This design comes from an exercise in tuning for small area on the open sky130 flow, not from production work. In this exercise RTL edits were held to simulation tests only and were not proved equivalent to the original. Power and IR drop assume default switching activity.

==> inputs of run a <==
==> flow/design.v <==
module alu #(
	parameter INT_W =3,
	parameter FRAC_W = 5,
	parameter INST_W = 3,
	parameter DATA_W = INT_W + FRAC_W
)(
	input 				i_clk,
	input 				i_rst_n,
	input				i_valid,
	input signed	[DATA_W-1:0]	i_data_a,
	input signed	[DATA_W-1:0]	i_data_b,
	input		[INST_W-1:0]	i_inst,
	output				o_valid,
	output		[DATA_W-1:0] 	o_data
);
localparam ADD = 3'b000;
localparam SUB = 3'b001;
localparam MULTI = 3'b010;
localparam NAND = 3'b011;
localparam XNOR = 3'b100;
localparam SIGMOID = 3'b101;
localparam R_CIRCULAR_SHIFT = 3'b110;
localparam MIN = 3'b111;
localparam ROUND_DOWN = 1'b0;
localparam ROUND = 1'b1;
reg [DATA_W:0]	o_data_w, o_data_r;
reg	   	o_valid_w, o_valid_r;
assign o_valid = o_valid_r;
assign o_data = o_data_r;
always@(*) begin
	o_data_w = o_data_r;
	if(i_valid) begin
		case(i_inst)
			ADD: 
				o_data_w = arithmetic(i_data_a, i_data_b, ADD);
			SUB: 
				o_data_w = arithmetic(i_data_a, i_data_b, SUB);
			MULTI: 
				o_data_w = multi(i_data_a, i_data_b, ROUND);
			NAND: 
				o_data_w = ~(i_data_a & i_data_b);
			XNOR:
				o_data_w = ~(i_data_a ^ i_data_b);
			SIGMOID: 
				o_data_w = sigmoid(i_data_a);
			R_CIRCULAR_SHIFT: 
				o_data_w = rotate_R(i_data_a, i_data_b);
			MIN: 
				o_data_w = (i_data_a < i_data_b) ? i_data_a : i_data_b;
		endcase
		o_valid_w = 1'b1;
	end
	else
		o_valid_w = 1'b0;
end
always@(posedge i_clk or negedge i_rst_n) begin
	if(!i_rst_n) begin
		o_data_r <= 0;
		o_valid_r <= 0;
	end else begin
		o_data_r <= o_data_w;
		o_valid_r <= o_valid_w;
	end
end
function [DATA_W-1:0] arithmetic;
	input signed [DATA_W-1:0] 	i_data_a, i_data_b;
	input 				minus;
	reg   	     [DATA_W:0]		temp;
	begin
		if (minus)
			temp = i_data_a - i_data_b;
		else
			temp = i_data_a + i_data_b;
		arithmetic = (temp[DATA_W:DATA_W-1] == 2'b00 || temp[DATA_W:DATA_W-1] == 2'b11) ? temp[DATA_W-1:0] : {temp[DATA_W],{(DATA_W-1){!temp[DATA_W]}}};
	end
endfunction
function [DATA_W-1:0] multi;
	input signed [DATA_W-1:0] 	i_data_a, i_data_b;
	input 				round;
	reg				carry;
	reg				ovf;
	reg   	     [DATA_W-1:0]	temp;
	reg   signed [2*DATA_W-1:0] 	result; 
	begin
		result = i_data_a * i_data_b;
		ovf = (|result[2*DATA_W-1:DATA_W+FRAC_W-1]) && !(&result[2*DATA_W-1:DATA_W+FRAC_W-1]);
		if (round) begin
			carry = result[DATA_W*2-1] ? (result[FRAC_W-1] & (|result[FRAC_W-2:0])) : result[FRAC_W-1];
			temp = result[DATA_W+FRAC_W-1:FRAC_W] + carry;
			multi = (!ovf && !(!result[DATA_W*2-1] && temp[DATA_W-1])) ? 
				temp : {result[DATA_W*2-1],{(DATA_W-1){!result[DATA_W*2-1]}}};
		end
		else
			multi = !ovf ? 
				result[DATA_W+FRAC_W-1:FRAC_W]  : {result[DATA_W*2-1],{(DATA_W-1){!result[DATA_W*2-1]}}};
	end
endfunction
function [DATA_W-1:0] sigmoid;
	input signed [DATA_W-1:0]  	i_data_a;
	begin
		if (!i_data_a[DATA_W-1] && i_data_a >= 8'b01000000)
			sigmoid = 8'b00100000;
		else if (i_data_a[DATA_W-1] && (i_data_a[DATA_W-2:0] <= 7'b1000000))
			sigmoid = 8'b00000000;
		else
			sigmoid = multi(8'b00001000 , (i_data_a-8'b11000000), ROUND_DOWN);
	end
endfunction
function [DATA_W-1:0] rotate_R;
	input 	[DATA_W-1:0] 	i_data_a, i_data_b;
	reg 	[2:0] 		shift;
	begin
		shift = i_data_b[2:0];
		rotate_R = ({i_data_a, i_data_a} >> shift);
	end
endfunction
endmodule
==> flow/run.sh <==
#!/bin/bash
# synth_recipe.tcl (not shown) runs the flow's synth.tcl, then flattens the netlist and writes it again
# the make line also repeats each setting of config.mk as NAME=value (left out here)
make -C /OpenROAD-flow-scripts/flow DESIGN_CONFIG=/design/flow/config.mk WORK_HOME=/design/flow/orfs CLKGATE_MAP_FILE= SYNTH_SCRIPT=/design/flow/synth_recipe.tcl finish
==> flow/config.mk <==
export PLATFORM = sky130hd
export DESIGN_NAME = alu
export DESIGN_NICKNAME = alu
export VERILOG_FILES = /design/flow/design.v
export SDC_FILE = /design/flow/constraint.sdc
export NUM_CORES = 8
export LEC_CHECK = 0
export CAP_MARGIN = 20
export CORE_MARGIN = 2
export CORE_UTILIZATION = 40
export SLEW_MARGIN = 20
==> flow/constraint.sdc <==
create_clock -name core_clock -period 7.0 [get_ports {i_clk}]
set_input_delay 1.4000 -clock core_clock [delete_from_list [all_inputs] [get_ports {i_clk}]]
set_output_delay 1.4000 -clock core_clock [all_outputs]
set_load 0.01 [all_outputs]
==> run b: changes against run a <==
==> flow/design.v (replaced) <==
module alu (
	input			i_clk,
	input			i_rst_n,
	input			i_valid,
	input	signed	[7:0]	i_data_a,
	input	signed	[7:0]	i_data_b,
	input		[2:0]	i_inst,
	output			o_valid,
	output		[7:0]	o_data
);
reg		o_valid_r;
reg	[7:0]	o_data_r;
reg	[7:0]	res;
assign o_valid = o_valid_r;
assign o_data  = o_data_r;
wire [7:0] a = i_data_a;
wire [7:0] b = i_data_b;
wire       sub = i_inst[0];
wire [8:0] s   = {a[7], a} + ({b[7], b} ^ {9{sub}}) + sub;
wire [7:0] as_res = (s[8] ^ s[7]) ? {s[8], {7{~s[8]}}} : s[7:0];
wire [7:0] min_res = s[8] ? a : b;
wire signed [15:0] prod = i_data_a * i_data_b;
wire [15:0] pr = prod + 16'd15 + {15'd0, ~(a[7] ^ b[7])};
wire       movf = !((pr[15:12] == 4'b0000) || (pr[15:12] == 4'b1111));
wire [7:0] mul_res = movf ? {pr[15], {7{~pr[15]}}} : pr[12:5];
wire       sg_hi  = ~a[7] & a[6];
wire       sg_mid = ~(a[7] ^ a[6]);
wire [7:0] sig_res = {2'b00, sg_hi, sg_mid & ~a[6], a[5:2] & {4{sg_mid}}};
wire [15:0] rr = {a, a} >> b[2:0];
wire [7:0] ror_res = rr[7:0];
always @(*) begin
	case (i_inst)
		3'd0, 3'd1: res = as_res;
		3'd2: res = mul_res;
		3'd3: res = ~(a & b);
		3'd4: res = ~(a ^ b);
		3'd5: res = sig_res;
		3'd6: res = ror_res;
		default: res = min_res;
	endcase
end
always @(posedge i_clk or negedge i_rst_n) begin
	if (!i_rst_n)
		o_valid_r <= 1'b0;
	else
		o_valid_r <= i_valid;
end
always @(posedge i_clk)
	o_data_r <= res;
endmodule
--- a/flow/config.mk
+++ b/flow/config.mk
@@ -6,6 +6,7 @@
 export NUM_CORES = 8
 export LEC_CHECK = 0
+export ABC_AREA = 1
 export CAP_MARGIN = 20
 export CORE_MARGIN = 2
-export CORE_UTILIZATION = 40
+export CORE_UTILIZATION = 55
 export SLEW_MARGIN = 20
==> summary.txt <==
Result of the run: run b timing/DRC/antenna clean; run a timing/DRC/antenna clean
Tap Count: run b 105; run a 168
Number of fillers in the final layout: run b 809; run a 1206
Synth Area in Simple Gates: run b 0.266; run a 0.178
Area taken by flip-flops and latches: run b 185 um^2; run a 225 um^2
Total sequential power: run b 0.0824 mW; run a 0.0835 mW
WP data arrival: run b 6460 ps; run a 6800 ps
Delay of the slowest cell on the worst path: run b 800 ps; run a 550 ps
Part of the power in registers: run b 0.049; run a 0.039
Multiplexer fraction of the synthesized cell area: run b 0.00219; run a 0.0837
Multi-input logic portion of the cell area: run b 0.714; run a 0.699
Most common cell after layout, fill and taps aside: run b nand2_1; run a inv_1
Detailed route wirelength on metal2: run b 5660 um; run a 7500 um
First DRT Iteration DRCs: run b 193; run a 333
GR met3 Demand/Resource: run b 0.0158; run a 0.0356
Proportion of power drawn by the clock network: run b 0.037; run a 0.047
Power Clock: run b 0.0614 mW; run a 0.100 mW
Syn Std Cell Area: run b 0.00457 mm^2; run a 0.00502 mm^2
Most common cell in the netlist: run b nand2_1; run a inv_1
Placed instance count: run b 826; run a 865

[separate check: timing with driven ports]
The flow's constraints put no driver on any port. The routed layouts listed below were extracted and timed again, unchanged, in two steps. Step 1, drivers: a clkbuf_16 drives i_clk and a buf_2 each remaining input, both assumed. Step 2 also shifts input and output timing later by t, the mid clock arrival at the registers, as if the neighbouring blocks saw the same clock. Slacks: no drivers / after step 1 / after step 2; pairs: no drivers / after step 1.
run | t, ns | setup slack, ns | worst setup path at the end
run a | 0.262 | 0.303 / 0.313 / 0.051 | input to register
run b | 0.257 | 0.639 / 0.642 / 0.385 | input to register
After both steps setup and hold are still met in every run listed. For run b, which loses most, drivers alone change the setup slack by +0.003 ns; drivers and shift together by -0.254 ns.
